This design comes from an exercise in tuning for small area and a short achievable clock period on the open sky130 flow, not from production work. In this exercise RTL edits were held to simulation tests only and were not proved equivalent to the original.

Design cordic_stream, start of the top module:
module cordic_stream (
  input  wire        clk,
  input  wire        rst,
  input  wire        in_valid,
  input  wire [15:0] x0,
  input  wire [15:0] y0,
  input  wire [15:0] z0,
  output wire        out_valid,
  output wire [15:0] out_x,
  output wire [15:0] out_y,
  output wire [15:0] out_z
);
  reg [11:0] valid_sr;
  always @(posedge clk) begin
    if (rst)
      valid_sr <= 12'd0;
    else
      valid_sr <= {valid_sr[10:0], in_valid};
  end
  assign out_valid = valid_sr[11];
  cordic_pipeline core (
    .clk(clk), .x0(x0), .y0(y0), .z0(z0),
    .out_x(out_x), .out_y(out_y), .out_z(out_z)
  );
endmodule
clock: 5.0 ns
lec_check: 0
cap_margin: 20
core_margin: 2
core_utilization: 40
cts_cluster_diameter: 80
cts_cluster_size: 30
setup_slack_margin: 2.8
slew_margin: 20
standard.sh (not shown) runs the stock make flow with config.mk's settings and CLKGATE_MAP_FILE= SYNTH_SCRIPT=/design/flow/synth_recipe.tcl, a recipe that flattens the netlist after the stock synthesis.
==> flow/flow/run.sh <==
#!/bin/bash
# Layout flow: the standard flow (standard.sh) with two synthesis changes:
# Yosys's full-adder extraction is skipped (ADDER_MAP_FILE empty), and the
# final ABC mapping uses flow/abc_map.script (see flow/synth.tcl).
# Placement, CTS, timing repair and routing are the standard ones.
# The make output (all tools) goes to flow_make.log; ORFS keeps each
# step's log under orfs/logs/.
set -uo pipefail
here=$(pwd)
bash standard.sh SYNTH_SCRIPT="$here/flow/synth.tcl" ADDER_MAP_FILE= finish > "$here/flow_make.log" 2>&1
exit $?
==> flow/flow/abc_map.script <==
strash
dch
map -D 1500
topo
stime -c
buffer -c
upsize -c
dnsize -c
==> flow/flow/synth.tcl <==
set my_abc_script [file join [file dirname [file normalize [info script]]] abc_map.script]
proc abc {args} {
  set i [lsearch -exact $args -script]
  if {$i >= 0} { lset args [expr {$i + 1}] $::my_abc_script }
  puts "abc (own script): $args"
  yosys abc {*}$args
}
source [file join [file dirname [file dirname [file normalize [info script]]]] synth_recipe.tcl]
The baseline ran to the end with no violations.
==> next run, changes <==
==> flow/flow/run.sh (replaced) <==
#!/bin/bash
# Layout flow: the standard flow (standard.sh) with two synthesis changes:
# Yosys's full-adder extraction is skipped (ADDER_MAP_FILE empty) and the
# final ABC mapping is area-oriented (flow/synth.tcl, flow/abc_map_area.script).
# Placement, CTS, timing repair and routing are the standard ones.
set -uo pipefail
here=$(pwd)
bash standard.sh SYNTH_SCRIPT="$here/flow/synth.tcl" ADDER_MAP_FILE= finish > "$here/flow_make.log" 2>&1
status=$?
exit $status
==> flow/flow/abc_map_area.script (new file) <==
strash
dch
map -B 0.9
topo
stime -c
buffer -c
upsize -c
dnsize -c
==> flow/flow/synth.tcl (replaced) <==
set my_abc_script [file join [file dirname [file normalize [info script]]] abc_map_area.script]
proc abc {args} {
  set i [lsearch -exact $args -script]
  if {$i >= 0} { lset args [expr {$i + 1}] $::my_abc_script }
  puts "abc (area map): $args"
  yosys abc {*}$args
}
source [file join [file dirname [file dirname [file normalize [info script]]]] synth_recipe.tcl]
--- a/flow/config.mk
+++ b/flow/config.mk
@@ -9,6 +9,4 @@
 export CORE_MARGIN = 2
 export CORE_UTILIZATION = 40
-export CTS_CLUSTER_DIAMETER = 80
-export CTS_CLUSTER_SIZE = 30
 export SETUP_SLACK_MARGIN = 2.8
 export SLEW_MARGIN = 20
removed: flow/flow/abc_map.script
Outcome: Routed wire length rose by about a fifth. Fmax goes up slightly. Final cell count came out higher by about a fifth. Utilization decreases by 1.8 points. Setup slack is better by 14 ps. Count of clock-buffer cells in the layout grows by 68. Synthesized cell count rises by a quarter to a third. Final area came out higher by a few percent.
==> next run, changes <==
==> flow/flow/run.sh (replaced) <==
#!/bin/bash
# Layout flow: the standard flow (standard.sh) with these changes:
#  - synthesis skips Yosys's full-adder extraction (ADDER_MAP_FILE empty)
#    and maps with flow/abc_map.script (see flow/synth.tcl);
#  - every input and output port still gets its own buffer, but a plain
#    buf_4 (BUFFER_PORTS_ARGS) rather than the delay cell ORFS picks.
# Placement, CTS, timing repair and routing are the standard ones.
# The make output (all tools) goes to flow_make.log; ORFS keeps each
# step's log under orfs/logs/.
set -uo pipefail
here=$(pwd)
bash standard.sh SYNTH_SCRIPT="$here/flow/synth.tcl" ADDER_MAP_FILE= \
  "BUFFER_PORTS_ARGS=-buffer_cell sky130_fd_sc_hd__buf_4" finish > "$here/flow_make.log" 2>&1
exit $?
==> flow/flow/abc_map.script (new file) <==
strash
dch
map -D 1500
topo
stime -c
buffer -c
upsize -c
dnsize -c
==> flow/flow/synth.tcl (replaced) <==
set my_abc_script [file join [file dirname [file normalize [info script]]] abc_map.script]
proc abc {args} {
  set i [lsearch -exact $args -script]
  if {$i >= 0} { lset args [expr {$i + 1}] $::my_abc_script }
  puts "abc (own script): $args"
  yosys abc {*}$args
}
source [file join [file dirname [file dirname [file normalize [info script]]]] synth_recipe.tcl]
--- a/flow/config.mk
+++ b/flow/config.mk
@@ -9,4 +9,6 @@
 export CORE_MARGIN = 2
 export CORE_UTILIZATION = 40
-export SETUP_SLACK_MARGIN = 2.8
+export CTS_CLUSTER_DIAMETER = 80
+export CTS_CLUSTER_SIZE = 30
+export SETUP_SLACK_MARGIN = 2.9
 export SLEW_MARGIN = 20
removed: flow/flow/abc_map_area.script
The changed run finished with timing, DRC and antenna clean.
Fmax fell by about 0.9%.
Die area fell by about 9%.
Synthesized area fell by 9.0%.
Sequential cell count is unchanged.
Hold slack is about the same.
Non-clock buffer count rose by 171.
Cell count fell by about 17%.
Wire length fell by about 7%.
Global-route usage fell by 0.78 points.
==> next run, changes <==
==> flow/flow/run.sh (replaced) <==
#!/bin/bash
# Layout flow: the standard flow (standard.sh) with two synthesis changes:
# Yosys's full-adder extraction is skipped (ADDER_MAP_FILE empty), and the
# final ABC mapping uses flow/abc_map.script (see flow/synth.tcl).
# Placement, CTS, timing repair and routing are the standard ones.
# The make output (all tools) goes to flow_make.log; ORFS keeps each
# step's log under orfs/logs/.
set -uo pipefail
here=$(pwd)
bash standard.sh SYNTH_SCRIPT="$here/flow/synth.tcl" ADDER_MAP_FILE= finish > "$here/flow_make.log" 2>&1
exit $?
--- a/flow/config.mk
+++ b/flow/config.mk
@@ -9,6 +9,4 @@
 export CORE_MARGIN = 2
 export CORE_UTILIZATION = 40
-export CTS_CLUSTER_DIAMETER = 80
-export CTS_CLUSTER_SIZE = 30
-export SETUP_SLACK_MARGIN = 2.9
+export SETUP_SLACK_MARGIN = 2.8
 export SLEW_MARGIN = 20
Via count goes down by 1.8%.
Die area is unchanged.
Utilization goes down by 0.33 points.
Setup slack gains 19 ps.
Register-to-register slack gains 30 ps.
Final cell count goes down by 0.59%.
Routed wire length goes down by 4.6%.
Synthesized area does not change.

afterwards: timing with drivers on the ports:
The flow's constraints put no driver on any port. The routed layouts listed below were extracted and timed again, unchanged, in two steps. Step 1 sets driving cells, clkbuf_16 on the clock port and buf_2 on the other inputs (assumed; they add their load-dependent delay and slew). Step 2 also shifts input and output timing later by t, the mid clock arrival at the registers, as if the neighbouring blocks saw the same clock. Three values: no drivers, after step 1, after step 2; two values: the first two.
| run | t (ns) | setup WS [ns] | slew at the worst register clock pin (ns) |
|---|---|---|---|
| the first run | 0.623 | 2.834 / 2.787 / 2.834 | 0.11 / 0.11 |
| the second run | 0.671 | 2.848 / 2.784 / 2.970 | 0.06 / 0.06 |
| the third run | 0.635 | 2.829 / 2.829 / 2.829 | 0.11 / 0.11 |
| the fourth run | 0.640 | 2.847 / 2.787 / 2.864 | 0.06 / 0.06 |
After both steps setup and hold are still met in every run listed.
